This is an optimization exercise on Yosys and OpenROAD, whose aim is small area, not a production implementation.
Where RTL was checked, it was by simulation tests only, not by an equivalence proof against the original.
Only the layout flow was run in runs 1 and 3; the RTL was not checked for function there.
Power figures rest on the tool's default switching activity, not on a simulated workload.

$ cat design.v
module core_fsm(
    input            clk,
    input            rst,
    input  [3:0]     elec_idle_break,
    output           rx_det_seq_req,    
    input  [3:0]     rx_det_seq_ack,
    input  [3:0]     rx_det_valid,
    output [3:0]     ts_info,
    output           ts_update,
    input            ts_update_ack,     
    output           linkup,
    input            tsa_p2c,           
    input            tsa_p_a2c,
    output           cfg_new,           
    input            tsa_cfg            
);
localparam DQ = 2'd0, DA = 2'd1, POLL = 2'd2, CFG = 2'd3;
reg [1:0]  st, st_n;
reg        ps, ps_n;
reg [2:0]  cs, cs_n;
reg        pulse, pulse_n;
reg [3:0]  ti, ti_n;
reg        upd, upd_n;
reg        req, req_n;
reg        shown;
wire       show_cs = ts_info[3] & (ts_info[2:0] == cs);
assign cfg_new = show_cs & ~shown;
assign rx_det_seq_req = req;
assign ts_info = ti;
assign ts_update = upd;
assign linkup = (st == CFG) && (cs == 3'd5);
reg  [31:0] q;
wire [32:0] c;
assign c[0] = 1'b1;
genvar gi;
generate for (gi = 0; gi < 32; gi = gi + 1) begin : g_inc
    assign c[gi+1] = c[gi] & q[gi];
end endgenerate
wire timeout = c[32];
wire [31:0] load_val = (st == DQ) ? ~(32'd12000000 + 32'd1) : (st == DA) ? ~(32'd12000 + 32'd1) : ~(32'd24000 + 32'd1);
always @(posedge clk) begin
    if (rst)
        q <= 32'd0;
    else if (~pulse)
        q <= load_val;
    else
        q <= q ^ c[31:0];
end
always @(posedge clk) begin
    if (rst) begin
        st <= DQ; ps <= 1'b0; cs <= 3'd0; pulse <= 1'b0;
        ti <= 4'd0; upd <= 1'b0; req <= 1'b0;
    end else begin
        st <= st_n; ps <= ps_n; cs <= cs_n; pulse <= pulse_n;
        ti <= ti_n; upd <= upd_n; req <= req_n;
    end
end
always @(posedge clk) begin
    if (rst) shown <= 1'b1;
    else if (cs_n != cs) shown <= 1'b0;
    else if (show_cs) shown <= 1'b1;
end
always @* begin
    st_n = st; ps_n = ps; cs_n = cs; pulse_n = pulse; ti_n = ti; upd_n = upd; req_n = req;
    if (~pulse) begin
        pulse_n = 1'b1;
        if (st[1]) begin
            ti_n = st[0] ? {1'b1, cs} : {3'b001, ps};
            upd_n = 1'b1;
        end
    end else if (st[1]) begin
        upd_n = upd & ~ts_update_ack;
    end
    case (st)
        DQ: if (|elec_idle_break || timeout) begin
                st_n = DA; pulse_n = 1'b0; req_n = 1'b1;
            end
        DA: begin
                if (&rx_det_seq_ack) req_n = 1'b0;
                if (&rx_det_valid) begin
                    st_n = POLL; pulse_n = 1'b0; req_n = 1'b0;
                end else if (timeout) begin
                    st_n = DQ;
                end
            end
        POLL: begin
                if (~ps) begin
                    if (tsa_p_a2c) begin ps_n = 1'b1; pulse_n = 1'b0; end
                end else if (tsa_p2c) begin
                    st_n = CFG; ps_n = 1'b0; pulse_n = 1'b0;
                end
                if (timeout) st_n = DQ;
            end
        CFG: begin
                if (tsa_cfg && shown && cs != 3'd5) begin
                    cs_n = cs + 3'd1; pulse_n = 1'b0;
                end
                if (timeout) st_n = DQ;
            end
    endcase
end
endmodule
module ts_gen #(parameter [7:0] LANE = 8'h01) (
    input                clk,
    input                rst,
    input  [3:0]         ts_info,
    input                ts_update,
    output               ts_update_ack,
    input                mode,
    output               to_tsa_ts_sent_enough,
    input  [7:0]         from_tsa_rcv_link_num,
    input                from_tsa_rcv_link_num_vld,
    input                from_tsa_rcv_lane_num_vld,
    output               to_tsa_update_ack,
    output               ts_valid,
    output [127:0]       ts,
    input                ts_tx_fifo_full
);
wire       is_poll = ~ts_info[3];    
wire       is_cfg  = ts_info[3];
wire [2:0] sub     = ts_info[2:0];
wire       complete = (sub == 3'd4);
reg        gs, gs_n;
reg        tack, tack_n;
reg        uack, uack_n;
reg        se, se_n;
reg        vld, vld_n;
reg        lka, lka_n;
reg        lna, lna_n;
reg        t1, t1_n;           
reg        t2, t2_n;           
reg        p1, p1_n;           
reg        k1, k1_n;           
reg        p2, p2_n;           
reg        n2, n2_n;           
assign ts_update_ack = tack;
assign to_tsa_update_ack = uack;
assign to_tsa_ts_sent_enough = se;
assign ts_valid = vld;
wire tsa_update = from_tsa_rcv_link_num_vld | from_tsa_rcv_lane_num_vld;
reg  [10:0] nleft;
wire [11:0] b;
assign b[0] = ~ts_tx_fifo_full;
genvar gi;
generate for (gi = 0; gi < 11; gi = gi + 1) begin : g_cnt
    assign b[gi+1] = b[gi] & nleft[gi];
end endgenerate
wire [10:0] target = is_poll ? (ts_info[0] ? 11'd16 : 11'd1024) : (complete ? 11'd16 : 11'd2);
wire ge = &nleft;
always @(posedge clk) begin
    if (~gs) nleft <= ~target;
    else     nleft <= nleft ^ b[10:0];
end
always @(posedge clk) begin
    if (rst) begin
        gs <= 1'b0; tack <= 1'b0; uack <= 1'b0; se <= 1'b0; vld <= 1'b0;
        lka <= 1'b0; lna <= 1'b0; t1 <= 1'b0; t2 <= 1'b0;
        p1 <= 1'b0; k1 <= 1'b0; p2 <= 1'b0; n2 <= 1'b0;
    end else begin
        gs <= gs_n; tack <= tack_n; uack <= uack_n; se <= se_n; vld <= vld_n;
        lka <= lka_n; lna <= lna_n; t1 <= t1_n; t2 <= t2_n;
        p1 <= p1_n; k1 <= k1_n; p2 <= p2_n; n2 <= n2_n;
    end
end
always @* begin
    gs_n = gs; tack_n = tack; uack_n = uack; se_n = se; vld_n = vld;
    lka_n = lka; lna_n = lna; t1_n = t1; t2_n = t2;
    p1_n = p1; k1_n = k1; p2_n = p2; n2_n = n2;
    if (~gs) begin
        if (ts_update | tsa_update) begin
            gs_n = 1'b1;
            tack_n = ts_update;
            uack_n = tsa_update;
            se_n = 1'b0;
            if (is_poll) begin
                t1_n = ~ts_info[0]; t2_n = ts_info[0];
                p1_n = 1'b1; k1_n = 1'b0; p2_n = 1'b1; n2_n = 1'b0;
            end else if (is_cfg) begin
                t1_n = ~complete; t2_n = complete;
                case (sub)
                    3'd0: begin
                        p1_n = mode; k1_n = 1'b0; p2_n = 1'b1; n2_n = 1'b0;
                    end
                    3'd1: begin
                        if (~mode) begin
                            p1_n = 1'b0; k1_n = 1'b0; p2_n = 1'b0; n2_n = 1'b1;
                        end else begin
                            p1_n = ~lka; k1_n = lka; p2_n = ~lna; n2_n = lna;
                        end
                    end
                    3'd2: begin
                        if (mode) begin
                            p1_n = 1'b0; k1_n = 1'b0; p2_n = ~lna; n2_n = lna;
                        end
                    end
                    3'd3, 3'd4: uack_n = 1'b0;
                    default: ;
                endcase
            end
        end
    end else begin
        tack_n = 1'b0;
        uack_n = 1'b0;
        if (ge) se_n = 1'b1;
        vld_n = ~ts_tx_fifo_full;
        if (ts_update & ~tack) begin
            gs_n = 1'b0; tack_n = 1'b1; se_n = 1'b0;
        end
        if (tsa_update & ~uack) begin
            gs_n = 1'b0; uack_n = 1'b1; se_n = 1'b0;
            if (from_tsa_rcv_link_num_vld) lka_n = 1'b1;
            if (from_tsa_rcv_lane_num_vld) lna_n = 1'b1;
        end
    end
end
wire       L  = t1 | t2;
wire [7:0] s0 = {L, 1'b0, L, L, L, L, 1'b0, 1'b0};            
wire [7:0] s1 = ({8{p1}} & 8'hF7) | ({8{k1}} & from_tsa_rcv_link_num);
wire [7:0] s2 = ({8{p2}} & 8'hF7) | ({8{n2}} & LANE);
wire [7:0] s3 = {8{L}};                                       
wire [7:0] s4 = {2'b00, L, L, L, L, L, 1'b0};                 
wire [7:0] s5 = 8'h00;
wire [7:0] sid = {1'b0, L, 2'b00, t1, t2, t1, t2};           
assign ts = {s0, s1, s2, s3, s4, s5, {10{sid}}};
endmodule
module tsa_ctl(
    input        clk,
    input        rst,
    input  [3:0] ts_info,
    input        ts_update,
    output       ts_update_ack,
    output       active,      
    output       upd_new,     
    output       t8,          
    output       et2,         
    output       e1_link,     
    output       e2_num,      
    output       m1,          
    output       m2,          
    output       ts2m         
);
wire [2:0] sub     = ts_info[2:0];
reg as, tack, rt8, ret2, re1, re2, rm1, rm2, rts2m;
assign ts_update_ack = tack;
assign active = as;
assign upd_new = ts_update & ~tack;
assign t8 = rt8; assign et2 = ret2; assign e1_link = re1; assign e2_num = re2;
assign m1 = rm1; assign m2 = rm2; assign ts2m = rts2m;
wire load = ~as & ts_update;
always @(posedge clk) begin
    if (rst) begin
        as <= 1'b0; tack <= 1'b0; rts2m <= 1'b0;
    end else if (~as) begin
        if (ts_update) begin
            as <= 1'b1;
            tack <= 1'b1;
            if (~ts_info[3]) begin
            end else if (sub == 3'd2) begin
                rts2m <= 1'b1;
            end
        end
    end else begin
        tack <= 1'b0;
        if (ts_update & ~tack) begin
            as <= 1'b0;
            tack <= 1'b1;
        end
    end
end
always @(posedge clk) begin
    if (load) begin
        if (~ts_info[3]) begin
            rt8 <= 1'b1; ret2 <= ts_info[0]; re1 <= 1'b0; re2 <= 1'b0;
            rm1 <= 1'b0; rm2 <= 1'b0;
        end else begin
            rt8 <= (sub == 3'd0) | (sub == 3'd4);
            ret2 <= (sub == 3'd4);
            case (sub)
                3'd0: begin rm1 <= 1'b1; rm2 <= 1'b0; re2 <= 1'b0; end
                3'd1:   begin rm1 <= 1'b0; rm2 <= 1'b1; re1 <= 1'b1; end
                3'd2:  begin rm1 <= 1'b0; rm2 <= 1'b1; end
                3'd4: begin rm1 <= 1'b0; rm2 <= 1'b0; re1 <= 1'b1; re2 <= 1'b1; end
                default: ;
            endcase
        end
    end
end
endmodule
module tsa #(parameter [7:0] LANE = 8'h01) (
    input                clk,
    input                rst,
    input  [3:0]         ts_info,
    input                mode,
    input                active,
    input                upd_new,
    input                t8,
    input                et2,
    input                e1_link,
    input                e2_num,
    input                m1,
    input                m2,
    input                ts2m,
    input                to_tsa_ts_sent_enough,
    output [7:0]         to_tsg_rcv_link_num,
    output               to_tsg_rcv_link_num_vld,
    output               to_tsg_rcv_lane_num_vld,
    input                from_tsg_update_ack,
    input                remote_ts_valid,
    input  [127:0]       remote_ts,
    output               tsa_p_a2c,
    output               tsa_p2c,
    input                cfg_new,           
    output               tsa_cfg            
);
wire       is_poll = ~ts_info[3];    
wire       is_cfg  = ts_info[3];
wire [2:0] sub     = ts_info[2:0];
reg [15:0] cnt;
reg        f_pa2c, f_p2c;
reg        f_cfg;
reg [7:0]  link_num, lane_num;
reg        link_vld, lane_vld, link_acq, lane_acq;
assign tsa_p_a2c = f_pa2c;
assign tsa_p2c = f_p2c;
assign tsa_cfg = f_cfg;
assign to_tsg_rcv_link_num = link_num;
assign to_tsg_rcv_link_num_vld = link_vld;
assign to_tsg_rcv_lane_num_vld = lane_vld;
wire [7:0] r0 = remote_ts[127:120];
wire [7:0] r1 = remote_ts[119:112];
wire [7:0] r2 = remote_ts[111:104];
wire [7:0] r3 = remote_ts[103:96];
wire [7:0] r4 = remote_ts[95:88];
wire [7:0] r5 = remote_ts[87:80];
reg all_ts1, all_ts2;
integer i;
always @* begin
    all_ts1 = 1'b1; all_ts2 = 1'b1;
    for (i = 0; i < 10; i = i + 1) begin
        all_ts1 = all_ts1 & (remote_ts[8*i +: 8] == 8'h4A);
        all_ts2 = all_ts2 & (remote_ts[8*i +: 8] == 8'h45);
    end
end
wire       r1_link = (r1 == link_num);
wire       r2_lane = (r2 == lane_num);
wire       r2_wl   = (r2 == LANE);
wire       r2_pad  = (r2 == 8'hF7);
wire       eq_c    = (r0 == 8'hBC) & (r3 == 8'hFF) & (r4 == 8'h3E) & (r5 == 8'h00);
wire       eq1     = e1_link ? r1_link : (r1 == 8'hF7);
wire       eq2     = e2_num ? (mode ? r2_lane : r2_wl) : r2_pad;
wire       eq_id   = et2 ? all_ts2 : all_ts1;
wire       base    = eq_c & eq_id;
wire       full    = base & eq1 & eq2;
wire       mm      = base & (m1 | eq1) & (m2 | eq2);
wire       ts2ok   = (~ts2m | (eq_c & eq1)) & all_ts2;
wire       ge      = t8 ? |cnt[15:3] : |cnt[15:1];
wire       v       = remote_ts_valid;
wire       vm      = v & mm;
wire       usp_ln  = v & (mm ? ~r2_lane : (r2_lane & ts2ok));
reg inc, clr;
always @* begin
    inc = 1'b0; clr = 1'b0;
    if (is_poll) begin
        inc = v & full;
        if (upd_new) clr = 1'b1;
        else if (ge & (to_tsa_ts_sent_enough | ~t8)) clr = 1'b1;
    end
    if (is_cfg) begin
        case (sub)
            3'd0: begin
                inc = vm & (mode | (r1 == 8'h00));
                if (ge) clr = 1'b1;
            end
            3'd1: begin
                if (~mode) clr = 1'b1;
                else begin
                    inc = vm & (lane_acq | r2_wl);
                    if (ge) clr = 1'b1;
                end
            end
            3'd2, 3'd3: begin
                if (~mode) inc = vm & ((sub == 3'd2) ? ~r2_pad : r2_wl);
                else inc = usp_ln;
                if (ge) clr = 1'b1;
            end
            3'd4: begin
                inc = vm;
                if (ge & to_tsa_ts_sent_enough) clr = 1'b1;
            end
            default: ;
        endcase
        if (upd_new) clr = 1'b1;
    end
end
wire [16:0] cc;
assign cc[0] = inc;
genvar gi;
generate for (gi = 0; gi < 16; gi = gi + 1) begin : g_inc
    assign cc[gi+1] = cc[gi] & cnt[gi];
end endgenerate
always @(posedge clk) begin
    cnt <= (cnt ^ cc[15:0]) & {16{active & ~clr}};
end
always @(posedge clk) begin
    if (rst) begin
        f_pa2c <= 1'b0; f_p2c <= 1'b0; f_cfg <= 1'b0;
        link_num <= 8'd0; lane_num <= 8'd0;
        link_vld <= 1'b0; lane_vld <= 1'b0; link_acq <= 1'b0; lane_acq <= 1'b0;
    end else begin
        if (cfg_new) f_cfg <= 1'b0;
        if (active) begin
        if (is_poll & ~upd_new & ge & (to_tsa_ts_sent_enough | ~t8)) begin
            f_pa2c <= ~ts_info[0];
            f_p2c <= ts_info[0];
        end
        if (is_cfg) begin
            case (sub)
                3'd0: begin
                    if (ge) f_cfg <= 1'b1;
                    if (mode) begin
                        if (~link_acq) begin
                            if (vm) begin
                                link_num <= r1; link_vld <= 1'b1; link_acq <= 1'b1;
                            end
                        end else if (from_tsg_update_ack) begin
                            link_vld <= 1'b0;
                        end
                    end
                end
                3'd1: begin
                    if (~mode | ge) f_cfg <= 1'b1;
                    if (mode) begin
                        if (~lane_acq) begin
                            if (vm) begin
                                lane_num <= r2; lane_vld <= r2_wl; lane_acq <= r2_wl;
                            end
                        end else if (from_tsg_update_ack) begin
                            lane_vld <= 1'b0;
                        end
                    end
                end
                3'd2, 3'd3: if (ge) f_cfg <= 1'b1;
                3'd4: if (ge & to_tsa_ts_sent_enough) f_cfg <= 1'b1;
                default: ;
            endcase
        end
        end
    end
end
endmodule
module LTSSM(
    input            clk,  
    input            rst,
    input            mode,  
    input            lane0_rx_det,
    input            lane1_rx_det,
    input            lane2_rx_det,
    input            lane3_rx_det,
    input            lane0_idle_break,
    input            lane1_idle_break,
    input            lane2_idle_break,
    input            lane3_idle_break,
    output           lane0_rx_det_seq_req,
    output           lane1_rx_det_seq_req,
    output           lane2_rx_det_seq_req,
    output           lane3_rx_det_seq_req,
    input            lane0_rx_det_seq_ack,
    input            lane1_rx_det_seq_ack,
    input            lane2_rx_det_seq_ack,
    input            lane3_rx_det_seq_ack,
    input[127:0]     lane0_ts_i,
    input            lane0_ts_i_vld,
    output[127:0]    lane0_ts_o,
    output           lane0_ts_o_vld,
    input[127:0]     lane1_ts_i,
    input            lane1_ts_i_vld,
    output[127:0]    lane1_ts_o,
    output           lane1_ts_o_vld,
    input[127:0]     lane2_ts_i,
    input            lane2_ts_i_vld,
    output[127:0]    lane2_ts_o,
    output           lane2_ts_o_vld,
    input[127:0]     lane3_ts_i,
    input            lane3_ts_i_vld,
    output[127:0]    lane3_ts_o,
    output           lane3_ts_o_vld,
    input            lane0_tx_fifo_full,
    input            lane1_tx_fifo_full,
    input            lane2_tx_fifo_full,
    input            lane3_tx_fifo_full,
    output[5:0]      curr_speed,
    output           linkup
);
wire [3:0]  ts_info;
wire        ts_update;
wire        req;
wire [3:0]  gen_ack;
wire        rx_ack;
wire        active, upd_new, t8, et2, e1_link, e2_num, m1, m2, ts2m;
wire [3:0]  p_a2c, p2c, fcfg;
wire        cfg_new;
assign curr_speed = 6'h01;
assign {lane3_rx_det_seq_req, lane2_rx_det_seq_req, lane1_rx_det_seq_req, lane0_rx_det_seq_req} = {4{req}};
core_fsm core_fsm_u(
    .clk             (clk),
    .rst             (rst),
    .elec_idle_break ({lane3_idle_break, lane2_idle_break, lane1_idle_break, lane0_idle_break}),
    .rx_det_seq_req  (req),
    .rx_det_seq_ack  ({lane3_rx_det_seq_ack, lane2_rx_det_seq_ack, lane1_rx_det_seq_ack, lane0_rx_det_seq_ack}),
    .rx_det_valid    ({lane3_rx_det, lane2_rx_det, lane1_rx_det, lane0_rx_det}),
    .ts_info         (ts_info),
    .ts_update       (ts_update),
    .ts_update_ack   (&gen_ack & rx_ack),
    .linkup          (linkup),
    .tsa_p2c         (&p2c),
    .tsa_p_a2c       (&p_a2c),
    .cfg_new         (cfg_new),
    .tsa_cfg         (&fcfg)
);
tsa_ctl tsa_ctl_u(
    .clk           (clk),
    .rst           (rst),
    .ts_info       (ts_info),
    .ts_update     (ts_update),
    .ts_update_ack (rx_ack),
    .active        (active),
    .upd_new       (upd_new),
    .t8            (t8),
    .et2           (et2),
    .e1_link       (e1_link),
    .e2_num        (e2_num),
    .m1            (m1),
    .m2            (m2),
    .ts2m          (ts2m)
);
wire [7:0] lane0_link_num;
wire       lane0_link_vld, lane0_lane_vld, lane0_sent_enough, lane0_uack;
ts_gen #(.LANE(8'h01)) ts_gen_u0(
    .clk                       (clk),
    .rst                       (rst),
    .ts_info                   (ts_info),
    .ts_update                 (ts_update),
    .ts_update_ack             (gen_ack[0]),
    .mode                      (mode),
    .to_tsa_ts_sent_enough     (lane0_sent_enough),
    .from_tsa_rcv_link_num     (lane0_link_num),
    .from_tsa_rcv_link_num_vld (lane0_link_vld),
    .from_tsa_rcv_lane_num_vld (lane0_lane_vld),
    .to_tsa_update_ack         (lane0_uack),
    .ts_valid                  (lane0_ts_o_vld),
    .ts                        (lane0_ts_o),
    .ts_tx_fifo_full           (lane0_tx_fifo_full)
);
tsa #(.LANE(8'h01)) u_tsa_u0(
    .clk                     (clk),
    .rst                     (rst),
    .ts_info                 (ts_info),
    .mode                    (mode),
    .active                  (active),
    .upd_new                 (upd_new),
    .t8                      (t8),
    .et2                     (et2),
    .e1_link                 (e1_link),
    .e2_num                  (e2_num),
    .m1                      (m1),
    .m2                      (m2),
    .ts2m                    (ts2m),
    .to_tsa_ts_sent_enough   (lane0_sent_enough),
    .to_tsg_rcv_link_num     (lane0_link_num),
    .to_tsg_rcv_link_num_vld (lane0_link_vld),
    .to_tsg_rcv_lane_num_vld (lane0_lane_vld),
    .from_tsg_update_ack     (lane0_uack),
    .remote_ts_valid         (lane0_ts_i_vld),
    .remote_ts               (lane0_ts_i),
    .tsa_p_a2c               (p_a2c[0]),
    .tsa_p2c                 (p2c[0]),
    .cfg_new                 (cfg_new),
    .tsa_cfg                 (fcfg[0])
);
wire [7:0] lane1_link_num;
wire       lane1_link_vld, lane1_lane_vld, lane1_sent_enough, lane1_uack;
ts_gen #(.LANE(8'h02)) ts_gen_u1(
    .clk                       (clk),
    .rst                       (rst),
    .ts_info                   (ts_info),
    .ts_update                 (ts_update),
    .ts_update_ack             (gen_ack[1]),
    .mode                      (mode),
    .to_tsa_ts_sent_enough     (lane1_sent_enough),
    .from_tsa_rcv_link_num     (lane1_link_num),
    .from_tsa_rcv_link_num_vld (lane1_link_vld),
    .from_tsa_rcv_lane_num_vld (lane1_lane_vld),
    .to_tsa_update_ack         (lane1_uack),
    .ts_valid                  (lane1_ts_o_vld),
    .ts                        (lane1_ts_o),
    .ts_tx_fifo_full           (lane1_tx_fifo_full)
);
tsa #(.LANE(8'h02)) u_tsa_u1(
    .clk                     (clk),
    .rst                     (rst),
    .ts_info                 (ts_info),
    .mode                    (mode),
    .active                  (active),
    .upd_new                 (upd_new),
    .t8                      (t8),
    .et2                     (et2),
    .e1_link                 (e1_link),
    .e2_num                  (e2_num),
    .m1                      (m1),
    .m2                      (m2),
    .ts2m                    (ts2m),
    .to_tsa_ts_sent_enough   (lane1_sent_enough),
    .to_tsg_rcv_link_num     (lane1_link_num),
    .to_tsg_rcv_link_num_vld (lane1_link_vld),
    .to_tsg_rcv_lane_num_vld (lane1_lane_vld),
    .from_tsg_update_ack     (lane1_uack),
    .remote_ts_valid         (lane1_ts_i_vld),
    .remote_ts               (lane1_ts_i),
    .tsa_p_a2c               (p_a2c[1]),
    .tsa_p2c                 (p2c[1]),
    .cfg_new                 (cfg_new),
    .tsa_cfg                 (fcfg[1])
);
wire [7:0] lane2_link_num;
wire       lane2_link_vld, lane2_lane_vld, lane2_sent_enough, lane2_uack;
ts_gen #(.LANE(8'h04)) ts_gen_u2(
    .clk                       (clk),
    .rst                       (rst),
    .ts_info                   (ts_info),
    .ts_update                 (ts_update),
    .ts_update_ack             (gen_ack[2]),
    .mode                      (mode),
    .to_tsa_ts_sent_enough     (lane2_sent_enough),
    .from_tsa_rcv_link_num     (lane2_link_num),
    .from_tsa_rcv_link_num_vld (lane2_link_vld),
    .from_tsa_rcv_lane_num_vld (lane2_lane_vld),
    .to_tsa_update_ack         (lane2_uack),
    .ts_valid                  (lane2_ts_o_vld),
    .ts                        (lane2_ts_o),
    .ts_tx_fifo_full           (lane2_tx_fifo_full)
);
tsa #(.LANE(8'h04)) u_tsa_u2(
    .clk                     (clk),
    .rst                     (rst),
    .ts_info                 (ts_info),
    .mode                    (mode),
    .active                  (active),
    .upd_new                 (upd_new),
    .t8                      (t8),
    .et2                     (et2),
    .e1_link                 (e1_link),
    .e2_num                  (e2_num),
    .m1                      (m1),
    .m2                      (m2),
    .ts2m                    (ts2m),
    .to_tsa_ts_sent_enough   (lane2_sent_enough),
    .to_tsg_rcv_link_num     (lane2_link_num),
    .to_tsg_rcv_link_num_vld (lane2_link_vld),
    .to_tsg_rcv_lane_num_vld (lane2_lane_vld),
    .from_tsg_update_ack     (lane2_uack),
    .remote_ts_valid         (lane2_ts_i_vld),
    .remote_ts               (lane2_ts_i),
    .tsa_p_a2c               (p_a2c[2]),
    .tsa_p2c                 (p2c[2]),
    .cfg_new                 (cfg_new),
    .tsa_cfg                 (fcfg[2])
);
wire [7:0] lane3_link_num;
wire       lane3_link_vld, lane3_lane_vld, lane3_sent_enough, lane3_uack;
ts_gen #(.LANE(8'h08)) ts_gen_u3(
    .clk                       (clk),
    .rst                       (rst),
    .ts_info                   (ts_info),
    .ts_update                 (ts_update),
    .ts_update_ack             (gen_ack[3]),
    .mode                      (mode),
    .to_tsa_ts_sent_enough     (lane3_sent_enough),
    .from_tsa_rcv_link_num     (lane3_link_num),
    .from_tsa_rcv_link_num_vld (lane3_link_vld),
    .from_tsa_rcv_lane_num_vld (lane3_lane_vld),
    .to_tsa_update_ack         (lane3_uack),
    .ts_valid                  (lane3_ts_o_vld),
    .ts                        (lane3_ts_o),
    .ts_tx_fifo_full           (lane3_tx_fifo_full)
);
tsa #(.LANE(8'h08)) u_tsa_u3(
    .clk                     (clk),
    .rst                     (rst),
    .ts_info                 (ts_info),
    .mode                    (mode),
    .active                  (active),
    .upd_new                 (upd_new),
    .t8                      (t8),
    .et2                     (et2),
    .e1_link                 (e1_link),
    .e2_num                  (e2_num),
    .m1                      (m1),
    .m2                      (m2),
    .ts2m                    (ts2m),
    .to_tsa_ts_sent_enough   (lane3_sent_enough),
    .to_tsg_rcv_link_num     (lane3_link_num),
    .to_tsg_rcv_link_num_vld (lane3_link_vld),
    .to_tsg_rcv_lane_num_vld (lane3_lane_vld),
    .from_tsg_update_ack     (lane3_uack),
    .remote_ts_valid         (lane3_ts_i_vld),
    .remote_ts               (lane3_ts_i),
    .tsa_p_a2c               (p_a2c[3]),
    .tsa_p2c                 (p2c[3]),
    .cfg_new                 (cfg_new),
    .tsa_cfg                 (fcfg[3])
);
endmodule
$ cat flow/run.sh
#!/bin/bash
# Standard layout (standard.sh) with these changes:
#  - synthesis maps the logic with an area-oriented ABC script (flow/abc_area.script);
#    the registers and every other synthesis step are the standard ones;
#  - the port buffers are the smallest buffer cell (every port still gets one);
#  - one tie cell drives all constant outputs instead of one tie cell each;
#  - clock tree: larger sink clusters and no dummy loads.
set -euo pipefail
{ head -n 1 synth_recipe.tcl; cat flow/abc_wrap.tcl; tail -n +2 synth_recipe.tcl; } > area_synth.tcl
export FLOW_ABC_SCRIPT="$PWD/flow/abc_area.script"
export BUFFER_PORTS_ARGS="-buffer_cell sky130_fd_sc_hd__buf_1"
export SKIP_REPAIR_TIE_FANOUT=1
export CTS_ARGS="-sink_clustering_enable -repair_clock_nets -sink_clustering_size 28 -sink_clustering_max_diameter 80 -dont_use_dummy_load"
bash standard.sh SYNTH_SCRIPT="$PWD/area_synth.tcl" finish > standard.log 2>&1
$ cat flow/abc_area.script
&get -n
&st
&syn2
&dch -f
&nf -a -R 1000
&st
&dch -f
&nf -a -R 1000
&put
topo
stime -c
dnsize -c
$ cat flow/abc_wrap.tcl
# Run ABC with the area-oriented script given in FLOW_ABC_SCRIPT instead of
# the one the standard synthesis picks; everything else stays as it is.
proc abc {args} {
  set i [lsearch -exact $args -script]
  if { $i >= 0 } {
    lset args [expr { $i + 1 }] $::env(FLOW_ABC_SCRIPT)
  }
  puts "abc (area script): $args"
  yosys abc {*}$args
}
$ cat standard.sh
#!/bin/bash
# synth_recipe.tcl (not shown) runs the flow's synth.tcl, then flattens the netlist and writes it again
# the make line also repeats each setting of config.mk as NAME=value (left out here)
make -C /OpenROAD-flow-scripts/flow DESIGN_CONFIG=/design/flow/config.mk WORK_HOME=/design/flow/orfs CLKGATE_MAP_FILE= SYNTH_SCRIPT=/design/flow/synth_recipe.tcl "${@:-finish}"
$ cat config.mk
export PLATFORM = sky130hd
export DESIGN_NAME = LTSSM
export DESIGN_NICKNAME = LTSSM
export VERILOG_FILES = /design/flow/design.v
export SDC_FILE = /design/flow/constraint.sdc
export NUM_CORES = 4
export LEC_CHECK = 0
export CAP_MARGIN = 0
export CORE_AREA = 10 10 390 390
export DIE_AREA = 0 0 400 400
export SLEW_MARGIN = 0
$ cat constraint.sdc
create_clock -name core_clock -period 8.0 [get_ports {clk}]
set_input_delay 1.6000 -clock core_clock [delete_from_list [all_inputs] [get_ports {clk}]]
set_output_delay 1.6000 -clock core_clock [all_outputs]
set_load 0.01 [all_outputs]
==> reports/results.tsv, run 1 <==
metric	value	unit
Sequential Power Share	0.506	
multiplexer share of the synthesized area	0.0395	
hold depth	1	
final core area utilization	0.156	
# DRC	0	
combinational share of power	0.134	
Worst path slowest cell	dfxtp_1	
met1 wire length	41400	um
Hold Buf Count CTS	0	
Starting DRT DRC Count	1114	
port bufs	876	
footprint of the multi-input gates	9360	um^2
Synth Register Bits	307	
sequential share of the synthesized area	0.320	
clock-pin slew on the worst setup and hold paths	0.07	ns
largest net degree at the start of global routing	185	
Initial Util	0.135	
grt ovf	0	
Post-Synthesis Cells	2255	
most area-hungry cell type in the Yosys netlist	dfxtp_1	
Syn Std Cell Area	19400	um^2
RD Place Congestion	0.927	
worst skew pair latency	0.66	ns
Worst Skew	0.172	ns
worst hold-check path type	reg -> reg	
Highest Signal Layer	met5	
sequential cell area	6210	um^2
vias per std cell	3.74	
Slew Limit Fails	0	
Routed Antenna Nets	0	
Net Sw Frac	0.276	
CP arrival	7.33	ns
Clk pwr share	0.360	
Worst Path Max Fanout	3	
DR WL met2	46400	um
H-tree depth	1	
Synth-to-Final Area Change	15.4	%
RR Endpoint	core_fsm_u.req	
Routed WL	96500	um
post-CTS sizing	0	
cell family with most CP delay	adder cells	
final-report hold violation count	0	
R2R cell count	35	
Crit path top cell by count	ha_1	
setup TNS	0	ns
worst hold slack	0.430	ns
Clock Path Buffers	3	
adder-cell share of the synthesized area	0.0858	
Final #Nets	3375	
CTS tree	built	
Die Wd	400	um
Static Leak	7.86	nW
Avg WL per Cell	20.9	um
first-pass GRT wire length	128000	um
initial antenna violation count	23	
worst slew pin tran	1.18	ns
IO Count	1062	
Setup Buffers After CTS	0	
top-count cell post-synth	buf_4	
Synth cell types	57	
Period minus WS final	6.89	ns
share of post-route cells with drive strength above 1	0.0244	
Worst Setup End Kind	register	
Setup crit start kind	register	
Mapped Nets	2923	
r2r setup slk	1.11	ns
RSZ-0062 raised after global routing	false	
crit share post-route	0.862	
Synthesis Warnings	10	
hpwl dp	85000	um
net switching power figure	865	uW
Placeable Area	143000	um^2
Post-synth EDFFs	6	
Reg-to-Reg Start	core_fsm_u.q[0]	
largest stage delay on the critical path	0.32	ns
Setup CP Type	reg -> reg	
ys async rst share	0	
run status	no timing/DRC/antenna violations	
WP buf/inv	0	
area post-placement	21700	um^2
most frequent cells after synthesis	buf_4, dfxtp_1, nor2_1, ha_1, a21oi_1	
Syn Area/Cell	8.60	um^2
largest family of logic cells by synthesized area	simple AND/OR/NAND/NOR gates	
Hold Crit Start	core_fsm_u.q[0]	
post-route cell area	22400	um^2
clock sink count	307	
max_cap viols	0	
PwrDens	140	nW/um^2
Yosys top cell area share	0.311	
ys flop type	dfxtp_1	
Initial DRT Pass Iterations	5	
WL met3	7080	um
fill cell count	16400	
CTS buffer count	26	
highest clock rate	145	MHz
clk root buf	clkbuf_16	
Die H	400	um
Int Pwr	2.27	mW
Die ar.	160000	um^2
Cell Rows	139	
Data required, critical path	8.43	ns
VDD IR max	0.178	mV
vias in the first global route	16900	
endpoints failing setup	0	
via count	17300	
Simple-Gate Fraction of Synth Area	0.237	
max_slew headroom	0.211	
post-synthesis xor/xnor area fraction	0.0194	
total global-route track usage	0.111	
Compound-Gate Fraction of Synth Area	0.0993	
largest cells by area after synthesis	dfxtp_1, buf_4, ha_1, nor2_1, mux2i_1	
hold path endpoint	core_fsm_u.q[0]	
## state kept, by name, summed over array words and instances, names as in the netlist, 11 cells and up
register / count
core_fsm_u.q: 32
ts_gen_u0.nleft: 11
ts_gen_u1.nleft: 11
ts_gen_u2.nleft: 11
ts_gen_u3.nleft: 11
u_tsa_u0.cnt: 16
u_tsa_u1.cnt: 16
u_tsa_u2.cnt: 16
u_tsa_u3.cnt: 16
## power groups by stage
stage / clock [mW] / combinational, mW / sequential, mW
global placement: 0 / 0.416 / 1.62
finish: 1.13 / 0.420 / 1.59
floorplan: 0 / 0.286 / 1.61
detailed placement: 0 / 0.418 / 1.62
CTS: 1.20 / 0.421 / 1.59
global route: 1.24 / 0.471 / 1.59
## layer usage
layer / vias up / global-route usage
met5: - / 0
met4: 8 / 0.0256
met3: 80 / 0.0252
met2: 598 / 0.188
met1: 8181 / 0.143
li1: 8421 / -
## cell families after synthesis
logic type | after synthesis
and+or+nand+nor | 845
buffers and inverters | 542
AOI/OAI and AO/OA | 307
DFF | 307
adders and majority gates | 133
muxes | 76
xor gates and xnor gates | 43
other | 2
## cell type report
| class | count | share of cell area |
|---|---|---|
| Antenna cell | 15 | 0.00168 |
| Clock buffer | 26 | 0.0291 |
| Inverter | 56 | 0.00939 |
| Multi-Input combinational cell | 1406 | 0.418 |
| Sequential cell | 307 | 0.277 |
| Tap cell | 1903 | 0.106 |
| Timing Repair Buffer | 910 | 0.158 |
## cells in the final DEF, fill, tap and decap left out, drive strengths merged, types with 42 or more instances in the layout
cell	instances
nor4b	42
nor2	250
dfxtp	301
ha	133
nand2	94
nor3	67
and2	77
nor4	49
a21oi	96
mux2i	72
nand4	86
nand2b	53
buf	909
clkinv	56
o21ai	66
## how the worst max path moves through the flow
stage                          startpoint               end  depth (start not counted)  slack [ns]
after global placement     lane3_ts_i[76]  u_tsa_u3.cnt[15]                         30        0.36
after floorplan           lane0_ts_i[116]  u_tsa_u0.cnt[15]                         27        1.34
after detailed placement   lane3_ts_i[76]  u_tsa_u3.cnt[15]                         30        0.45
after global routing        tsa_ctl_u.re1  u_tsa_u0.cnt[15]                         29        0.67
after CTS                 core_fsm_u.q[0]    core_fsm_u.req                         35        0.99
final                     core_fsm_u.q[0]    core_fsm_u.req                         35        1.11
## through the flow
step / instances / power, mW / worst slack, ns
final: 4623 / 3.14 / 1.11
after global routing: 4619 / 3.30 / 0.674
after CTS: 4608 / 3.21 / 0.985
after detailed placement: 4582 / 2.04 / 0.445
after global placement: 4582 / 2.04 / 0.357
after floorplan: 2255 / 1.90 / 1.34
==> run 2: changes to the inputs <==
--- a/design.v
+++ b/design.v
@@ -138,18 +138,18 @@
 assign to_tsa_ts_sent_enough = se;
 assign ts_valid = vld;
 wire tsa_update = from_tsa_rcv_link_num_vld | from_tsa_rcv_lane_num_vld;
-reg  [10:0] nleft;
+reg  [10:0] left;
 wire [11:0] b;
 assign b[0] = ~ts_tx_fifo_full;
 genvar gi;
-generate for (gi = 0; gi < 11; gi = gi + 1) begin : g_cnt
-    assign b[gi+1] = b[gi] & nleft[gi];
+generate for (gi = 0; gi < 11; gi = gi + 1) begin : g_dec
+    assign b[gi+1] = b[gi] & ~left[gi];
 end endgenerate
 wire [10:0] target = is_poll ? (ts_info[0] ? 11'd16 : 11'd1024) : (complete ? 11'd16 : 11'd2);
-wire ge = &nleft;
+wire ge = ~|left;
 always @(posedge clk) begin
-    if (~gs) nleft <= ~target;
-    else     nleft <= nleft ^ b[10:0];
+    if (~gs) left <= target;
+    else     left <= left ^ b[10:0];
 end
 always @(posedge clk) begin
     if (rst) begin
==> run 2 against run 1 <==
  * Clock-buffer cell count fell by 10
  * Critical path depth did not move
  * Final cell count rose by 0.52%
  * Critical path type unchanged
  * Combinational power rose by 2%
  * Wire length fell by 2.4%
  * Non-clock buffer count fell by 2
  * Sequential power barely moved
==> reports/results.tsv, run 2 <==
metric	value	unit	change
worst slew pin tran	1.22	ns	+0.0407 ns
Crit path top cell by count	ha_1		
vias per std cell	3.73		-0.34%
Worst Setup End Kind	register		
Avg WL per Cell	20.3	um	-3.0%
run status	no timing/DRC/antenna violations		
CTS tree	built		
top-count cell post-synth	buf_4		
Clk pwr share	0.305		-0.055
Post-Synthesis Cells	2298		+1.9%
Mapped Nets	2966		+1.5%
Setup CP Type	reg -> reg		
Layout Cells excl Fill	4647		+0.52%
highest clock rate	140	MHz	-3.8%
VDD IR max	0.121	mV	-32%
worst hold-check path type	reg -> reg		
RD Place Congestion	0.955		+3.0%
vias in the first global route	16700		-1.3%
Initial DRT Pass Iterations	5		unchanged
Die Wd	400	um	unchanged
most frequent cells in the layout	buf_1, dfxtp_1, nor2_1		
most area-hungry cell type in the Yosys netlist	dfxtp_1		
Post-synth EDFFs	6		unchanged
largest cells by area after synthesis	dfxtp_1, buf_4, ha_1, nor2_1, mux2i_1		
Die ar.	160000	um^2	unchanged
Worst Skew	0.0696	ns	-0.102 ns
clk root buf	clkbuf_16		
grt ovf	0		unchanged
Synth-to-Final Area Change	13.9	%	
Cell Rows	139		unchanged
Largest register FFs	32		unchanged
# DRC	0		unchanged
net switching power figure	828	uW	-4.2%
most common cell after layout, fill and taps aside	buf_1		
most frequent cells after synthesis	buf_4, dfxtp_1, nor2_1, ha_1, a21oi_1		
Setup Buffers After CTS	0		unchanged
PwrDens	131	nW/um^2	-6.7%
largest stage delay on the critical path	0.60	ns	+0.28 ns
IO Count	1062		unchanged
combinational share of power	0.148		+0.014
CTS buffer count	16		-38%
Syn Area/Cell	8.46	um^2	-1.6%
total global-route track usage	0.109		-0.00246
sequential share of the synthesized area	0.319		-0.000885
Setup crit start kind	register		
clock sink count	307		unchanged
Yosys top cell area share	0.310		-0.000859
Final #Nets	3406		+0.92%
Slew Limit Fails	0		unchanged
Net Sw Frac	0.286		+0.0103
endpoints failing setup	0		unchanged
final core area utilization	0.154		-0.00165
worst skew pair latency	0.57	ns	-0.09 ns
Period minus WS final	7.17	ns	+0.275 ns
Hold Buf Count CTS	0		unchanged
Worst Path Max Fanout	4		+1
hpwl dp	82600	um	-2.8%
Clock Path Buffers	3		unchanged
port bufs	876		unchanged
first-pass GRT wire length	127000	um	-1.1%
initial antenna violation count	15		-35%
Syn Std Cell Area	19500	um^2	+0.28%
Synthesis Warnings	10		unchanged
placed insts	4623		+0.89%
final-report hold violation count	0		unchanged
ys async rst share	0		unchanged
RSZ-0062 raised after global routing	false		
Int Pwr	2.07	mW	-9.0%
Starting DRT DRC Count	1142		+2.5%
Placeable Area	143000	um^2	unchanged
Static Leak	7.77	nW	-1.1%
clock-pin slew on the worst setup and hold paths	0.10	ns	+0.03 ns
Data required, critical path	8.48	ns	+0.05 ns
post-CTS sizing	0		unchanged
Routed WL	94100	um	-2.4%
Most flops, register	core_fsm_u.q		
ys flop type	dfxtp_1		
max_slew headroom	0.184		-0.0272
Die H	400	um	unchanged
largest net degree at the start of global routing	185		unchanged
setup TNS	0	ns	unchanged
Synth cell types	55		-3.5%
Routed Antenna Nets	0		unchanged
share of post-route cells with drive strength above 1	0.0190		-0.00539
Initial Util	0.136		+0.000375
crit share post-route	0.896		+0.0344
Worst path slowest cell	nor4_1		
Synth Register Bits	307		unchanged
CP arrival	7.65	ns	+0.32 ns
via count	17300		+0.17%
H-tree depth	1		unchanged
Sequential Power Share	0.547		+0.041
max_cap viols	0		unchanged
-- run 2: cell types whose count changed after synthesis, moves of 6 or more --
cell and delta:
clkinv_1 +53, nand4_1 -16, a21oi_1 +20, o211ai_1 +6, nor2_1 +17, nand2b_1 -35
nor3_1 -8, xnor2_1 -12, nand2_1 +9, nand3_1 +6, nor4_1 +15, o21ai_0 -13
xor2_1 +16, nor4bb_1 -7
-- run 2: cell type report --
class	count	area, um^2
antenna	8	20.0
timing repair buffer	908	3530
sequential	307	6210
multi-input combinational	1396	9200
clock buffer	16	400
fill	16500	121000
inverter	109	409
tap	1903	2380
-- run 2: cell families after synthesis --
group | after synthesis | share of synthesized area
simple gates | 829 | 0.227
buf+inv | 595 | 0.209
compound gates | 317 | 0.103
flops | 307 | 0.319
fa+ha+maj | 133 | 0.0856
mux | 68 | 0.0350
xor+xnor | 47 | 0.0212
other cells | 2 | 0.000386
-- run 2: power groups by stage --
stage	registers, mW	logic, mW	clock network (mW)
4_1_cts	1.58	0.433	0.926
3_5_place_dp	1.62	0.431	0
3_3_place_gp	1.62	0.429	0
2_1_floorplan	1.61	0.299	0
5_1_grt	1.59	0.483	0.981
6_report	1.58	0.430	0.883
-- run 2: metrics by stage --
stage,setup WS [ns],total power [mW],hold WS [ns],instance area [um^2]
3_3_place_gp,0.339,2.05,0.419,21700
5_1_grt,0.323,3.05,0.480,22100
6_report,0.832,2.90,0.431,22200
4_1_cts,0.785,2.94,0.437,22100
3_5_place_dp,0.455,2.05,0.420,21700
2_1_floorplan,1.40,1.91,0.396,19500
-- run 2: metal layers --
layer  GRT usage  part of all wire  wire length [um]  vias to the layer above
li1            -                 -                 -                     8445
met1       0.153              0.46             43500                     8270
met2       0.184              0.48             44800                      566
met3      0.0105             0.054              5070                       35
met4      0.0128            0.0078               735                        2
met5           0           0.00014                13                        -
-- run 2: worst max-delay path: cells and delay by family, from the launching register on --
family	cells	cell delay, ns
compound gates	1	0.24
buf+inv	1	0.07
flops	1	0.32
simple gates	2	0.80
fa+ha+maj	31	5.68
-- run 2: final timing paths --
| path | cells past startpoint | start | slack, ns | to |
|---|---|---|---|---|
| max | 35 | core_fsm_u.q[0] | 0.83 | core_fsm_u.req |
| min | 1 | core_fsm_u.q[0] | 0.43 | core_fsm_u.q[0] |
| max reg2reg | 35 | core_fsm_u.q[0] | 0.83 | core_fsm_u.req |
| min reg2reg | 1 | core_fsm_u.q[0] | 0.43 | core_fsm_u.q[0] |
==> run 3: changes to the inputs <==
--- a/design.v
+++ b/design.v
@@ -138,18 +138,18 @@
 assign to_tsa_ts_sent_enough = se;
 assign ts_valid = vld;
 wire tsa_update = from_tsa_rcv_link_num_vld | from_tsa_rcv_lane_num_vld;
-reg  [10:0] left;
+reg  [10:0] nleft;
 wire [11:0] b;
 assign b[0] = ~ts_tx_fifo_full;
 genvar gi;
-generate for (gi = 0; gi < 11; gi = gi + 1) begin : g_dec
-    assign b[gi+1] = b[gi] & ~left[gi];
+generate for (gi = 0; gi < 11; gi = gi + 1) begin : g_cnt
+    assign b[gi+1] = b[gi] & nleft[gi];
 end endgenerate
 wire [10:0] target = is_poll ? (ts_info[0] ? 11'd16 : 11'd1024) : (complete ? 11'd16 : 11'd2);
-wire ge = ~|left;
+wire ge = &nleft;
 always @(posedge clk) begin
-    if (~gs) left <= target;
-    else     left <= left ^ b[10:0];
+    if (~gs) nleft <= ~target;
+    else     nleft <= nleft ^ b[10:0];
 end
 always @(posedge clk) begin
     if (rst) begin
@@ -346,7 +346,8 @@
 wire       r2_wl   = (r2 == LANE);
 wire       r2_pad  = (r2 == 8'hF7);
 wire       eq_c    = (r0 == 8'hBC) & (r3 == 8'hFF) & (r4 == 8'h3E) & (r5 == 8'h00);
-wire       eq1     = e1_link ? r1_link : (r1 == 8'hF7);
+wire       r1_00   = (r1 == 8'h00);
+wire       eq1     = e1_link ? (link_acq ? r1_link : r1_00) : (r1 == 8'hF7);
 wire       eq2     = e2_num ? (mode ? r2_lane : r2_wl) : r2_pad;
 wire       eq_id   = et2 ? all_ts2 : all_ts1;
 wire       base    = eq_c & eq_id;
@@ -368,7 +369,7 @@
     if (is_cfg) begin
         case (sub)
             3'd0: begin
-                inc = vm & (mode | (r1 == 8'h00));
+                inc = vm & (mode | r1_00);
                 if (ge) clr = 1'b1;
             end
             3'd1: begin
@@ -392,6 +393,10 @@
         if (upd_new) clr = 1'b1;
     end
 end
+always @(posedge clk) begin
+    if (active & is_cfg & (sub == 3'd0) & mode & ~link_acq & vm)
+        link_num <= r1;
+end
 wire [16:0] cc;
 assign cc[0] = inc;
 genvar gi;
@@ -404,7 +409,7 @@
 always @(posedge clk) begin
     if (rst) begin
         f_pa2c <= 1'b0; f_p2c <= 1'b0; f_cfg <= 1'b0;
-        link_num <= 8'd0; lane_num <= 8'd0;
+        lane_num <= 8'd0;
         link_vld <= 1'b0; lane_vld <= 1'b0; link_acq <= 1'b0; lane_acq <= 1'b0;
     end else begin
         if (cfg_new) f_cfg <= 1'b0;
@@ -420,7 +425,7 @@
                     if (mode) begin
                         if (~link_acq) begin
                             if (vm) begin
-                                link_num <= r1; link_vld <= 1'b1; link_acq <= 1'b1;
+                                link_vld <= 1'b1; link_acq <= 1'b1;
                             end
                         end else if (from_tsg_update_ack) begin
                             link_vld <= 1'b0;
==> run 3 against run 2 <==
  * Still clean on timing, DRC and antenna
  * Worst hold slack gained 0.0013 ns
  * Non-clock buffer count unchanged
  * Synthesized area down 0.87%
  * Largest cell class unchanged
==> reports/results.tsv, run 3 <==
metric	value	unit	change
CTS buffer count	20		+4
footprint of the multi-input gates	8920	um^2	-3.1%
Clock Path Buffers	3		unchanged
top-count cell post-synth	buf_4		
Initial Util	0.134		-0.00118
worst slew pin tran	1.45	ns	+0.226 ns
r2r setup slk	1.05	ns	+0.22 ns
Data required, critical path	8.49	ns	about the same
Routed Antenna Nets	0		unchanged
Synthesis Warnings	10		unchanged
crit share post-route	0.906		+0.00967
final worst slack	0.754	ns	-0.0774 ns
ys async rst share	0		unchanged
vias per std cell	3.77		+1.0%
Worst Skew	0.121	ns	+0.0516 ns
grt ovf	0		unchanged
fill cell count	16500		-0.067%
via count	17100		-1.4%
worst hold-check path type	reg -> reg		
port bufs	876		unchanged
GR Util met2	0.182		-0.00201
Worst Path Max Fanout	2		-2
clock-pin slew on the worst setup and hold paths	0.10	ns	about the same
Synth-to-Final Area Change	14.6	%	
Setup crit start kind	input pin		
largest net degree at the start of global routing	185		unchanged
Starting DRT DRC Count	1036		-9.3%
Static Leak	7.43	nW	-4.4%
total global-route track usage	0.105		-0.00417
Synth cell types	56		+1.8%
met3 usage	0.0291		+0.0186
run status	no timing/DRC/antenna violations		
RD Place Congestion	0.963		+0.79%
CP arrival	7.74	ns	+0.09 ns
Worst Setup End Kind	register		
most common cell after layout, fill and taps aside	buf_1		
max_slew headroom	0.0361		-0.148
most frequent cells after synthesis	buf_4, dfxtp_1, nor2_1, ha_1, nand2_1		
largest cells by area after synthesis	dfxtp_1, buf_4, ha_1, edfxtp_1, nor2_1		
Hold Buf Count CTS	0		unchanged
post-route cell area	22100	um^2	-0.24%
initial antenna violation count	34		+19
sequential cell area	6530	um^2	+5.2%
Syn Std Cell Area	19300	um^2	-0.87%
final-report hold violation count	0		unchanged
sequential share of the synthesized area	0.338		+0.0194
Die H	400	um	unchanged
Initial DRT Pass Iterations	5		unchanged
Routed WL	91400	um	-2.9%
Top Usage Layer GRT	met2		
area post-placement	21600	um^2	-0.78%
post-CTS sizing	0		unchanged
Most flops, register	core_fsm_u.q		
Synth Register Bits	307		unchanged
H-tree depth	1		unchanged
Period minus WS final	7.25	ns	+0.0774 ns
GR Util met1	0.125		-0.0273
clock sink count	307		unchanged
share of post-route cells with drive strength above 1	0.0225		+0.00349
hold path endpoint	core_fsm_u.q[0]		
Worst path slowest cell	nor4b_1		
Hold Crit Start	core_fsm_u.q[0]		
CTS tree	built		
Slew Limit Fails	0		unchanged
R2R cell count	36		+2.9%
Setup Buffers After CTS	0		unchanged
Crit path top cell by count	ha_1		
Cell Rows	139		unchanged
endpoints failing setup	0		unchanged
Reg-to-Reg Start	core_fsm_u.q[0]		
highest clock rate	138	MHz	-1.1%
Largest register FFs	32		unchanged
worst skew pair latency	0.61	ns	+0.04 ns
largest stage delay on the critical path	0.62	ns	+0.02 ns
hpwl dp	79900	um	-3.3%
Final #Nets	3293		-3.3%
Post-synth EDFFs	38		+32
most frequent cells in the layout	buf_1, dfxtp_1, nor2_1		
ys flop type	dfxtp_1		
Die Wd	400	um	unchanged
VDD IR max	0.137	mV	+13%
Avg WL per Cell	20.2	um	-0.51%
Die ar.	160000	um^2	unchanged
RSZ-0062 raised after global routing	false		
hold depth	1		unchanged
IO Count	1062		unchanged
Setup CP Type	in -> reg		
Setup WS pre-CTS	-0.0427	ns	-0.498 ns
PwrDens	136	nW/um^2	+3.7%
# DRC	0		unchanged
vias in the first global route	16700		+0.17%
Placeable Area	143000	um^2	unchanged
Syn Area/Cell	8.84	um^2	+4.4%
max_cap viols	0		unchanged
RR Endpoint	core_fsm_u.req		
first-pass GRT wire length	122000	um	-3.4%
Mapped Nets	2849		-3.9%
Post-Synthesis Cells	2181		-5.1%
Yosys top cell area share	0.279		-0.0305
clk root buf	clkbuf_16		
most area-hungry cell type in the Yosys netlist	dfxtp_1		
run 3: cell types whose count changed after synthesis, sizes merged, moves of 32 or more:
cell and delta:
clkinv -54, dfxtp -32, edfxtp +32, mux2i -35
nand2b +34, nor2 -86
run 3: cells by family after synthesis:
| family | Yosys count | share of synthesized area |
|---|---|---|
| flip-flops | 307 | 0.338 |
| AO/OA/AOI/OAI | 329 | 0.111 |
| buffers and inverters | 541 | 0.200 |
| AND/OR/NAND/NOR | 782 | 0.222 |
| XOR/XNOR | 50 | 0.0227 |
| other | 2 | 0.000389 |
| multiplexers | 37 | 0.0195 |
| adder cells (fa/ha/maj) | 133 | 0.0863 |
run 3: routing by layer:
metal | vias to the layer above | part of all wire
li1 | 8187 | -
met1 | 8139 | 0.40
met2 | 615 | 0.49
met3 | 117 | 0.080
met4 | 22 | 0.028
met5 | - | 0.0014
run 3: through the flow:
| step | utilization | cells | setup TNS, ns | hold WS (ns) | total power [mW] |
|---|---|---|---|---|---|
| 2_1_floorplan | - | 2181 | 0 | 0.396 | 1.93 |
| 3_3_place_gp | 0.150 | 4505 | 0 | 0.408 | 2.05 |
| 3_5_place_dp | 0.150 | 4505 | -0.0427 | 0.416 | 2.06 |
| 4_1_cts | 0.154 | 4525 | 0 | 0.431 | 3.05 |
| 5_1_grt | 0.154 | 4531 | 0 | 0.472 | 3.15 |
| 6_report | 0.154 | 4536 | 0 | 0.433 | 3.00 |
run 3: final cells by class:
type	count	area share
tap	1903	0.108
timing repair buffer	908	0.160
clock buffer	20	0.0226
inverter	55	0.00934
multi-input combinational	1333	0.403
antenna	10	0.00113
sequential	307	0.295
run 3: worst max path at each step:
stage	startpoint	to	slack [ns]	cells past startpoint
floorplan	lane2_ts_i[85]	u_tsa_u2.cnt[15]	1.44	27
global placement	lane1_ts_i[21]	u_tsa_u1.cnt[15]	0.16	32
detailed placement	lane1_ts_i[21]	u_tsa_u1.cnt[15]	-0.04	32
CTS	lane1_ts_i[21]	u_tsa_u1.cnt[15]	0.60	32
global route	lane1_ts_i[21]	u_tsa_u1.cnt[15]	0.20	32
finish	lane1_ts_i[21]	u_tsa_u1.cnt[15]	0.75	32
run 3: critical path, delay by kind of cell:
kind | cells | cell delay [ns]
compound gates | 5 | 0.68
xor+xnor | 1 | 0.14
fa+ha+maj | 15 | 2.80
buf+inv | 3 | 0.26
simple gates | 8 | 2.25
run 3: power breakdown:
| group | switching, mW | leakage [nW] | internal, mW |
|---|---|---|---|
| clock | 0.530 | 0.247 | 0.444 |
| combinational | 0.264 | 4.66 | 0.151 |
| sequential | 0.0263 | 2.52 | 1.58 |
| total | 0.820 | 7.43 | 2.18 |
==> run 4: changes to the inputs <==
--- a/design.v
+++ b/design.v
@@ -414,41 +414,41 @@
     end else begin
         if (cfg_new) f_cfg <= 1'b0;
         if (active) begin
-        if (is_poll & ~upd_new & ge & (to_tsa_ts_sent_enough | ~t8)) begin
-            f_pa2c <= ~ts_info[0];
-            f_p2c <= ts_info[0];
-        end
-        if (is_cfg) begin
-            case (sub)
-                3'd0: begin
-                    if (ge) f_cfg <= 1'b1;
-                    if (mode) begin
-                        if (~link_acq) begin
-                            if (vm) begin
-                                link_vld <= 1'b1; link_acq <= 1'b1;
+            if (is_poll & ~upd_new & ge & (to_tsa_ts_sent_enough | ~t8)) begin
+                f_pa2c <= ~ts_info[0];
+                f_p2c <= ts_info[0];
+            end
+            if (is_cfg) begin
+                case (sub)
+                    3'd0: begin
+                        if (ge) f_cfg <= 1'b1;
+                        if (mode) begin
+                            if (~link_acq) begin
+                                if (vm) begin
+                                    link_vld <= 1'b1; link_acq <= 1'b1;
+                                end
+                            end else if (from_tsg_update_ack) begin
+                                link_vld <= 1'b0;
                             end
-                        end else if (from_tsg_update_ack) begin
-                            link_vld <= 1'b0;
                         end
                     end
-                end
-                3'd1: begin
-                    if (~mode | ge) f_cfg <= 1'b1;
-                    if (mode) begin
-                        if (~lane_acq) begin
-                            if (vm) begin
-                                lane_num <= r2; lane_vld <= r2_wl; lane_acq <= r2_wl;
+                    3'd1: begin
+                        if (~mode | ge) f_cfg <= 1'b1;
+                        if (mode) begin
+                            if (~lane_acq) begin
+                                if (vm) begin
+                                    lane_num <= r2; lane_vld <= r2_wl; lane_acq <= r2_wl;
+                                end
+                            end else if (from_tsg_update_ack) begin
+                                lane_vld <= 1'b0;
                             end
-                        end else if (from_tsg_update_ack) begin
-                            lane_vld <= 1'b0;
                         end
                     end
-                end
-                3'd2, 3'd3: if (ge) f_cfg <= 1'b1;
-                3'd4: if (ge & to_tsa_ts_sent_enough) f_cfg <= 1'b1;
-                default: ;
-            endcase
-        end
+                    3'd2, 3'd3: if (ge) f_cfg <= 1'b1;
+                    3'd4: if (ge & to_tsa_ts_sent_enough) f_cfg <= 1'b1;
+                    default: ;
+                endcase
+            end
         end
     end
 end
--- a/flow/run.sh
+++ b/flow/run.sh
@@ -10,5 +10,5 @@
 export FLOW_ABC_SCRIPT="$PWD/flow/abc_area.script"
 export BUFFER_PORTS_ARGS="-buffer_cell sky130_fd_sc_hd__buf_1"
 export SKIP_REPAIR_TIE_FANOUT=1
-export CTS_ARGS="-sink_clustering_enable -repair_clock_nets -sink_clustering_size 28 -sink_clustering_max_diameter 80 -dont_use_dummy_load"
+export CTS_ARGS="-sink_clustering_enable -repair_clock_nets -sink_clustering_size 30 -sink_clustering_max_diameter 120 -dont_use_dummy_load"
 bash standard.sh SYNTH_SCRIPT="$PWD/area_synth.tcl" finish > standard.log 2>&1
==> run 4 against run 3 <==
  * Power is 2.2% lower
  * Clock power shrank 6.9%
  * Sequential power hardly changed
  * Design area is 0.32% lower
  * Non-clock buffer count is the same
  * Utilization barely moved
  * Worst hold slack better by 0.0013 ns
  * Global-route usage about the same
  * Synthesized area unchanged
  * Sequential share of layout area rose by 0.094 points
==> reports/results.tsv, run 4 <==
metric	value	unit	change
top-count cell post-synth	buf_4		
largest net degree at the start of global routing	185		unchanged
hpwl dp	79900	um	unchanged
endpoints failing setup	0		unchanged
max_cap viols	0		unchanged
RSZ-0062 raised after global routing	false		
VDD IR max	0.124	mV	-9.6%
Setup crit start kind	input pin		
vias in the first global route	16700		-0.11%
Data required, critical path	8.45	ns	-0.04 ns
worst skew pair latency	0.56	ns	-0.05 ns
Setup Buffers After CTS	0		unchanged
initial antenna violation count	32		-5.9%
share of post-route cells with drive strength above 1	0.0214		-0.00112
Post-Synthesis Cells	2181		unchanged
Synth cell types	56		unchanged
most area-hungry cell type in the Yosys netlist	dfxtp_1		
Synthesis Warnings	10		unchanged
post-CTS sizing	0		unchanged
Slew Limit Fails	0		unchanged
run status	no timing/DRC/antenna violations		
worst hold-check path type	reg -> reg		
vias per std cell	3.77		+0.11%
# DRC	0		unchanged
RD Place Congestion	0.963		unchanged
sequential share of the synthesized area	0.338		unchanged
most frequent cells after synthesis	buf_4, dfxtp_1, nor2_1, ha_1, nand2_1		
area post-placement	21600	um^2	unchanged
Static Leak	7.39	nW	-0.50%
Pwr Total	2.93	mW	-2.2%
Die ar.	160000	um^2	unchanged
Initial DRT Pass Iterations	5		unchanged
final-report hold violation count	0		unchanged
Placeable Area	143000	um^2	unchanged
Period minus WS final	7.25	ns	+0.00209 ns
r2r setup slk	0.98	ns	-0.07 ns
Final #Nets	3290		-0.091%
Worst path slowest cell	nor4b_1		
IO Count	1062		unchanged
ys async rst share	0		unchanged
Post-synth EDFFs	38		unchanged
Largest register FFs	32		unchanged
Yosys top cell area share	0.279		unchanged
Mapped Nets	2849		unchanged
highest clock rate	138	MHz	about the same
CTS buffer count	17		-15%
Routed Antenna Nets	0		unchanged
Routed WL	91400	um	about the same
Synth-to-Final Area Change	14.2	%	
clock sink count	307		unchanged
first-pass GRT wire length	122000	um	+0.20%
grt ovf	0		unchanged
Worst Path Max Fanout	2		unchanged
Most flops, register	core_fsm_u.q		
ys flop type	dfxtp_1		
fill cell count	16500		+0.018%
Die H	400	um	unchanged
largest stage delay on the critical path	0.61	ns	about the same
max_slew headroom	0.0321		-0.00407
clk root buf	clkbuf_16		
Hold Buf Count CTS	0		unchanged
H-tree depth	1		unchanged
most frequent cells in the layout	buf_1, dfxtp_1, nor2_1		
Clock Path Buffers	3		unchanged
Cell Rows	139		unchanged
most common cell after layout, fill and taps aside	buf_1		
crit share post-route	0.906		about the same
Syn Std Cell Area	19300	um^2	unchanged
Setup CP Type	in -> reg		
Syn Area/Cell	8.84	um^2	unchanged
Crit path top cell by count	ha_1		
Synth Register Bits	307		unchanged
CP arrival	7.70	ns	-0.04 ns
CTS tree	built		
largest cells by area after synthesis	dfxtp_1, buf_4, ha_1, edfxtp_1, nor2_1		
worst slew pin tran	1.45	ns	+0.00611 ns
post-route cell area	22000	um^2	-0.32%
Avg WL per Cell	20.1	um	about the same
Die Wd	400	um	unchanged
sequential cell area	6530	um^2	unchanged
Starting DRT DRC Count	987		-4.7%
clock-pin slew on the worst setup and hold paths	0.12	ns	+0.02 ns
Worst Skew	0.0686	ns	-0.0526 ns
PwrDens	133	nW/um^2	-1.9%
port bufs	876		unchanged
Worst Setup End Kind	register		
footprint of the multi-input gates	8920	um^2	unchanged
Initial Util	0.134		unchanged
via count	17100		+0.088%
total global-route track usage	0.105		+0.000146
run 4: cell counts after synthesis:
Identical to the previous run, type by type.
run 4: metrics by stage:
stage	util	instances	TNS [ns]	hold slack, ns	setup slack [ns]
5_1_grt	0.153	4528	0	0.470	0.162
2_1_floorplan	-	2181	0	0.396	1.44
3_3_place_gp	0.150	4505	0	0.408	0.157
6_report	0.154	4535	0	0.434	0.752
4_1_cts	0.153	4522	0	0.429	0.543
3_5_place_dp	0.150	4505	-0.0427	0.416	-0.0427
run 4: worst paths after layout:
path,start,to,cells after the start
max,lane1_ts_i[21],u_tsa_u1.cnt[15],32
min,core_fsm_u.q[0],core_fsm_u.q[0],1
max reg2reg,core_fsm_u.q[0],core_fsm_u.req,36
min reg2reg,core_fsm_u.q[0],core_fsm_u.q[0],1
run 4: critical path: cells and delay by family:
kind                       cells  cell delay (ns)
AOI/OAI and AO/OA              5             0.66
xor gates and xnor gates       1             0.14
adders and majority gates     15             2.80
buffers and inverters          3             0.27
and+or+nand+nor                8             2.24
run 4: cell families (layout without fill, tap and decap cells):
group	after synthesis	count (layout)	share of synthesized area
xor gates and xnor gates	50	50	0.0227
buffers and inverters	541	980	0.200
AOI/OAI and AO/OA	329	329	0.111
and+or+nand+nor	782	782	0.222
adders and majority gates	133	133	0.0863
other	2	14	0.000389
DFF	307	307	0.338
muxes	37	37	0.0195
run 4: per-layer routing:
| layer | global-route usage | up-vias | routed length (um) | share of wire |
|---|---|---|---|---|
| li1 | - | 8190 | - | - |
| met1 | 0.126 | 8149 | 36900 | 0.40 |
| met2 | 0.182 | 626 | 44700 | 0.49 |
| met3 | 0.0279 | 108 | 7250 | 0.079 |
| met4 | 0.0273 | 22 | 2470 | 0.027 |
| met5 | 0 | - | 129 | 0.0014 |
run 4: final cells by class:
| type | instances | area share |
|---|---|---|
| tap | 1903 | 0.108 |
| clock buffer | 17 | 0.0193 |
| antenna | 12 | 0.00136 |
| inverter | 55 | 0.00937 |
| sequential | 307 | 0.296 |
| timing repair buffer | 908 | 0.161 |
| multi-input combinational | 1333 | 0.405 |
run 4: power by group:
| part | total (mW) | switching [mW] | internal, mW |
|---|---|---|---|
| clock | 0.906 | 0.524 | 0.382 |
| combinational | 0.415 | 0.264 | 0.151 |
| sequential | 1.61 | 0.0263 | 1.58 |

## what the ideal ports hide
The results above use ideal ports. As a check the final layouts listed here were re-extracted and re-timed, cells and wires unchanged. Step 1: set_driving_cell puts a clkbuf_16 on clk and a buf_2 on each other input, an assumption about the parent block. Step 2, shift: input delay + t, output delay - t, t = (earliest + latest rising clock arrival at the registers) / 2. This alone moves slack from input paths to output paths. Three values: ideal, step 1, step 2; two values: the first two.
run	t, ns	setup WS [ns]	worst setup path after step 2	latest minus earliest clock arrival (ns)	slew at the worst register clock pin (ns)
run 1	0.627	1.107 / 1.107 / 0.548	input to register	0.172 / 0.172	0.11 / 0.11
run 2	0.596	0.832 / 0.832 / 0.391	input to register	0.072 / 0.072	0.11 / 0.11
run 3	0.620	0.754 / 0.760 / 0.140	input to register	0.122 / 0.122	0.10 / 0.10
run 4	0.607	0.752 / 0.766 / 0.158	input to register	0.069 / 0.069	0.12 / 0.12
After both steps every run listed still meets setup and hold. For run 3, which loses most, drivers alone change the setup slack by +0.006 ns; drivers and shift together by -0.614 ns.
